Source: an optimization exercise on an open RTL-to-GDS flow (aim: small area). Production flows keep margins and buffers that such runs may drop.
Only simulation tests tie the RTL to the original design; equivalence was not proved.
No activity file was given, so power comes from the tool's default toggle rates.

==> flow/design.v (excerpt) <==
module router(input [7:0]data_in,input pkt_valid,clock,resetn,read_enb_0,read_enb_1,read_enb_2, output [7:0]data_out_0,data_out_1,data_out_2,
 	      output vld_out_0,vld_out_1,vld_out_2,err,busy);
wire [7:0] dout;
wire [2:0] full, empty;
reg [1:0] temp;
wire detect_add, lfd_state, ld_state, wte_state, laf_state, write_enb_reg;
wire soft_reset_0, soft_reset_1, soft_reset_2;
always @(posedge clock)
	if (detect_add) temp <= data_in[1:0];
wire write_next;
wire [2:0] write_enb_next = write_next ? {temp == 2'd2, temp == 2'd1, temp == 2'd0} : 3'b000;
wire fifo_full = (temp == 2'd0) ? full[0] : (temp == 2'd1) ? full[1] : full[2];
fifo_1 FIFO1(clock, resetn, soft_reset_0, write_enb_next[0], read_enb_0, dout, data_out_0, full[0], empty[0]);
fifo_1 FIFO2(clock, resetn, soft_reset_1, write_enb_next[1], read_enb_1, dout, data_out_1, full[1], empty[1]);
fifo_1 FIFO3(clock, resetn, soft_reset_2, write_enb_next[2], read_enb_2, dout, data_out_2, full[2], empty[2]);
assign vld_out_0 = !empty[0];
assign vld_out_1 = !empty[1];
assign vld_out_2 = !empty[2];
synchronizer_1 SYNC0(clock, resetn, vld_out_0, read_enb_0, soft_reset_0);
synchronizer_1 SYNC1(clock, resetn, vld_out_1, read_enb_1, soft_reset_1);
synchronizer_1 SYNC2(clock, resetn, vld_out_2, read_enb_2, soft_reset_2);
fsm_1 FSM(clock, resetn, pkt_valid, fifo_full, soft_reset_0 | soft_reset_1 | soft_reset_2,
  ...
Size: about 1,500 cells after synthesis, roughly 18,000 µm² of cells after synthesis.
==> flow/config.mk <==
export PLATFORM = sky130hd
export DESIGN_NAME = router
export DESIGN_NICKNAME = router
export VERILOG_FILES = /design/flow/design.v
export SDC_FILE = /design/flow/constraint.sdc
export NUM_CORES = 4
export LEC_CHECK = 0
export CAP_MARGIN = 20
export CORE_MARGIN = 2
export CORE_UTILIZATION = 75
export CTS_BUF_LIST = sky130_fd_sc_hd__clkbuf_8
export CTS_CLUSTER_DIAMETER = 60
export CTS_CLUSTER_SIZE = 20
export PLACE_DENSITY = 0.8
export SLEW_MARGIN = 20
==> flow/constraint.sdc <==
create_clock -name core_clock -period 5.0 [get_ports {clock}]
set_input_delay 1.0000 -clock core_clock [delete_from_list [all_inputs] [get_ports {clock}]]
set_output_delay 1.0000 -clock core_clock [all_outputs]
set_load 0.01 [all_outputs]
standard.sh (not shown) runs the stock make flow with config.mk's settings and CLKGATE_MAP_FILE= SYNTH_SCRIPT=/design/flow/synth_recipe.tcl, a recipe that flattens the netlist after the stock synthesis.
==> flow/flow/run.sh <==
#!/bin/bash
# The standard layout, with two changes: the port buffers are buf_1
# instead of the flow's default choice, and CTS adds no dummy loads.
set -uo pipefail
export BUFFER_PORTS_ARGS="-buffer_cell sky130_fd_sc_hd__buf_1"
export CTS_ARGS="-sink_clustering_enable -repair_clock_nets -sink_clustering_size 20 -sink_clustering_max_diameter 60 -buf_list sky130_fd_sc_hd__clkbuf_8 -dont_use_dummy_load"
bash standard.sh > standard.log 2>&1
The baseline ran to the end with no violations.
Rerun with:
CORE_UTILIZATION = 85   (was 75)
PLACE_DENSITY = 0.9   (was 0.8)
What happened:
- via count is higher by 5.7%
- die area is lower by 11%
- routed wire length came out higher by 11%
- clock power is lower by about 6%
- maximum frequency falls by 12%
Rerun with:
CORE_UTILIZATION = 60   (was 85)
PLACE_DENSITY = unset   (was 0.9)
=>
- The new run completed without violations
- area after synthesis stays the same
- final cell count came out higher by 7.5%
- core utilization came out lower by 26 points
- sequential power stays flat
- global-route usage came out lower by 12 points
- maximum frequency came out higher by 1.9%
- hold slack got worse by 0.0080 ns
- total power came out higher by 1.3%
- cell area came out higher by 1.3%
- critical path depth stays the same

router, a different RTL version from the one above (not shown whole).
Size in the first run: about 480 flip-flops, roughly 43 I/O pins, roughly 0.018 mm^2 of cells after synthesis.
clock: 5.0 ns
lec_check: 0
cap_margin: 20
core_margin: 2
core_utilization: 85
cts_buf_list: sky130_fd_sc_hd__clkbuf_8
cts_cluster_diameter: 60
cts_cluster_size: 20
place_density: 0.9
slew_margin: 20
==> flow/flow/run.sh <==
#!/bin/bash
# The standard layout, with two changes: the port buffers are buf_1
# instead of the flow's default choice, and CTS adds no dummy loads.
set -uo pipefail
export BUFFER_PORTS_ARGS="-buffer_cell sky130_fd_sc_hd__buf_1"
export CTS_ARGS="-sink_clustering_enable -repair_clock_nets -sink_clustering_size 20 -sink_clustering_max_diameter 60 -buf_list {sky130_fd_sc_hd__clkbuf_4 sky130_fd_sc_hd__clkbuf_8 sky130_fd_sc_hd__clkbuf_16} -dont_use_dummy_load"
bash standard.sh > standard.log 2>&1
Change:
==> flow/flow/run.sh (replaced) <==
#!/bin/bash
# The standard layout, with two changes: the port buffers are buf_1
# instead of the flow's default choice, and CTS adds no dummy loads.
set -uo pipefail
export BUFFER_PORTS_ARGS="-buffer_cell sky130_fd_sc_hd__buf_1"
export CTS_ARGS="-sink_clustering_enable -repair_clock_nets -sink_clustering_size 24 -sink_clustering_max_diameter 40 -buf_list sky130_fd_sc_hd__clkbuf_8 -dont_use_dummy_load"
bash standard.sh > standard.log 2>&1
Outcome:
- The new run completed with no timing, DRC or antenna violations
- flip-flop and latch count does not change
- first-iteration DRC count is lower by 14%
- core utilization is lower by 0.85 points
- area after synthesis does not change
- global-route usage is lower by 3.0 points
- sequential share of layout area is higher by 0.48 points
- count of clock-buffer cells in the layout is higher by 12

## oak
Another version of the RTL of router (not shown whole).
Size: roughly 1200 cells after synthesis, roughly 20000 µm² of cells after synthesis.
Settings: LEC_CHECK=0, CAP_MARGIN=20, CORE_MARGIN=2, CORE_UTILIZATION=60, CTS_BUF_LIST=sky130_fd_sc_hd__clkbuf_8, CTS_CLUSTER_DIAMETER=60, CTS_CLUSTER_SIZE=20, SLEW_MARGIN=20; clock period 5.0 ns.
run.sh (not shown) runs the stock make flow with config.mk's settings and CLKGATE_MAP_FILE= SYNTH_SCRIPT=/design/flow/synth_recipe.tcl, a recipe that flattens the netlist after the stock synthesis.
Stock flow here: none of the scripts above is used.
--- input diff oak..pine ---
==> flow/config.mk <==
export PLATFORM = sky130hd
export DESIGN_NAME = router
export DESIGN_NICKNAME = router
export VERILOG_FILES = /design/flow/design.v
export SDC_FILE = /design/flow/constraint.sdc
export NUM_CORES = 4
export LEC_CHECK = 0
export CAP_MARGIN = 20
export CORE_MARGIN = 2
export CORE_UTILIZATION = 40
export SLEW_MARGIN = 20
==> comparison <==
pine does worse than oak on die footprint. pine ran to completion and came out clean on the timing, DRC and antenna checks. Between pine and oak, global-route track usage on met1 is lower for pine, oak comes in above that. Summary of pine over oak: total power up 1500 µW; overall die height up 22%; maximum frequency down about 1.6%; cell leakage power up about 6%; core utilization down 20 points. Going from oak to pine, the core box area was found to have gone up by about 50%. oak leaves more setup margin than pine. Number of buffers added by the clock tree synthesis step up 42% in pine wrt oak.

router with an RTL version that a note above also has.
Size: about 1500 cells after synthesis, about 480 flip-flops, roughly 43 I/O pins, ~18000 sq um of cells after synthesis.
export LEC_CHECK = 0
export CAP_MARGIN = 20
export CORE_MARGIN = 2
export CORE_UTILIZATION = 85
export CTS_BUF_LIST = sky130_fd_sc_hd__clkbuf_8
export CTS_CLUSTER_DIAMETER = 60
export CTS_CLUSTER_SIZE = 20
export PLACE_DENSITY = 0.9
export SLEW_MARGIN = 20
create_clock -name core_clock -period 5.0 [get_ports {clock}]
standard.sh (not shown) runs the stock make flow with config.mk's settings and CLKGATE_MAP_FILE= SYNTH_SCRIPT=/design/flow/synth_recipe.tcl, a recipe that flattens the netlist after the stock synthesis.
==> flow/flow/run.sh <==
#!/bin/bash
# The standard layout, with two changes: the port buffers are buf_1
# instead of the flow's default choice, and CTS adds no dummy loads.
set -uo pipefail
export BUFFER_PORTS_ARGS="-buffer_cell sky130_fd_sc_hd__buf_1"
export CTS_ARGS="-sink_clustering_enable -repair_clock_nets -sink_clustering_size 22 -sink_clustering_max_diameter 45 -buf_list sky130_fd_sc_hd__clkbuf_8 -dont_use_dummy_load"
bash standard.sh > standard.log 2>&1
==> next run, changes <==
==> flow/flow/run.sh (replaced) <==
#!/bin/bash
# The standard layout, with two changes: the port buffers are buf_1
# instead of the flow's default choice, and CTS adds no dummy loads.
set -uo pipefail
export BUFFER_PORTS_ARGS="-buffer_cell sky130_fd_sc_hd__buf_1"
export CTS_ARGS="-sink_clustering_enable -repair_clock_nets -sink_clustering_size 30 -sink_clustering_max_diameter 40 -buf_list sky130_fd_sc_hd__clkbuf_16 -dont_use_dummy_load"
bash standard.sh > standard.log 2>&1
Via count goes up by about 6%. Final area came out higher by about 3%. Power goes up by 15%. Flip-flop and latch count is unchanged. Sequential share of layout area shrinks by 1.5 points. Setup slack got worse by 0.20 ns.
==> next run, changes <==
==> flow/flow/run.sh (replaced) <==
#!/bin/bash
# The standard layout, with two changes: the port buffers are buf_1
# instead of the flow's default choice, and CTS adds no dummy loads.
set -uo pipefail
export BUFFER_PORTS_ARGS="-buffer_cell sky130_fd_sc_hd__buf_1"
export CTS_ARGS="-sink_clustering_enable -repair_clock_nets -sink_clustering_size 20 -sink_clustering_max_diameter 60 -buf_list sky130_fd_sc_hd__clkbuf_8 -dont_use_dummy_load"
bash standard.sh > standard.log 2>&1
CAP_MARGIN = 0   (was 20)
SLEW_MARGIN = 0   (was 20)
=> Combinational power decreases by 4.7%; global-route usage decreases by 7.4 points; final area decreases by 3.4%; flip-flop and latch count stays the same; count of clock-buffer cells in the layout decreases by 12; power decreases by 15%; worst hold slack got worse by 0.0078 ns; worst setup slack improved by 0.33 ns.
==> next run, changes <==
CAP_MARGIN = 20   (was 0)
SLEW_MARGIN = 20   (was 0)
Synthesized cell count does not change.
Setup slack improves by 0.017 ns.
Clock power stays flat.
Global-route usage does not change.
Clock-buffer cell count does not change.
Total power is about the same.
Die area does not change.
Via count fell by 0.87%.

router, a different RTL version from the one above (not shown whole).
Size: ~43 I/O pins, roughly 18000 µm² of cells after synthesis.
Design router, start of the top module:
module router(input [7:0]data_in,input pkt_valid,clock,resetn,read_enb_0,read_enb_1,read_enb_2, output [7:0]data_out_0,data_out_1,data_out_2,
 	      output vld_out_0,vld_out_1,vld_out_2,err,busy);
clock: 5.0 ns
lec_check: 0
cap_margin: 20
core_margin: 2
core_utilization: 60
cts_buf_list: sky130_fd_sc_hd__clkbuf_8
cts_cluster_diameter: 60
cts_cluster_size: 20
slew_margin: 20
==> flow/flow/run.sh <==
#!/bin/bash
# The standard layout, with two changes: the port buffers are buf_1
# instead of the flow's default choice, and CTS adds no dummy loads.
set -uo pipefail
export BUFFER_PORTS_ARGS="-buffer_cell sky130_fd_sc_hd__buf_1"
export CTS_ARGS="-sink_clustering_enable -repair_clock_nets -sink_clustering_size 10 -sink_clustering_max_diameter 30 -buf_list sky130_fd_sc_hd__clkbuf_4 -dont_use_dummy_load"
bash standard.sh > standard.log 2>&1
The baseline went through all stages and came out clean.
Edit:
==> flow/flow/run.sh (replaced) <==
#!/bin/bash
# The standard layout, with two changes: the port buffers are buf_1
# instead of the flow's default choice, and CTS adds no dummy loads.
set -uo pipefail
export BUFFER_PORTS_ARGS="-buffer_cell sky130_fd_sc_hd__buf_1"
export CTS_ARGS="-sink_clustering_enable -repair_clock_nets -sink_clustering_size 20 -sink_clustering_max_diameter 60 -buf_list sky130_fd_sc_hd__clkbuf_8 -dont_use_dummy_load"
bash standard.sh > standard.log 2>&1
- The changed run completed with no timing, DRC or antenna violations
- sequential share of layout area rose by 0.59 points
- setup slack stays flat
- sequential power is about the same
- power fell by a few percent
- register-to-register slack hardly moves

[static timing again, ports no longer ideal]
Ports are ideal in the flow. The routed layouts listed here were re-timed in OpenROAD.
Step 1: set_driving_cell puts a clkbuf_16 on clock and a buf_2 on each other input, an assumption about the parent block.
Step 2, shift: input delay + t, output delay - t, t = (earliest + latest rising clock arrival at the registers) / 2. This alone moves slack from input paths to output paths.
a / b / c = ideal ports / drivers / drivers and shift; a / b = the first two.
run | t, ns | setup WS [ns] | slew at the worst register clock pin (ns)
the first run of note 1 | 0.581 | 2.413 / 2.367 / 2.006 | 0.12 / 0.12
the second run of note 1 | 0.665 | 2.060 / 2.060 / 2.021 | 0.12 / 0.12
the third run of note 1 | 0.584 | 2.116 / 2.116 / 2.116 | 0.12 / 0.12
the first run of note 2 | 0.602 | 2.125 / 2.113 / 1.511 | 0.09 / 0.09
the second run of note 2 | 0.605 | 2.156 / 2.143 / 1.538 | 0.12 / 0.12
oak | 0.599 | 1.436 / 1.388 / 1.815 | 0.12 / 0.12
pine | 0.625 | 1.379 / 1.328 / 1.650 | 0.06 / 0.06
the first run of note 4 | 0.597 | 2.066 / 2.049 / 1.452 | 0.12 / 0.12
the second run of note 4 | 0.589 | 1.871 / 1.831 / 1.242 | 0.09 / 0.09
the third run of note 4 | 0.643 | 2.198 / 2.198 / 1.584 | 0.12 / 0.12
the fourth run of note 4 | 0.641 | 2.215 / 2.200 / 1.559 | 0.12 / 0.12
the first run of note 5 | 0.738 | 2.009 / 2.009 / 1.868 | 0.10 / 0.10
the second run of note 5 | 0.590 | 2.008 / 2.008 / 1.839 | 0.12 / 0.12
After both steps setup and hold are still met in every run listed. For the fourth run of note 4, which loses most, drivers alone change the setup slack by -0.015 ns; drivers and shift together by -0.656 ns.
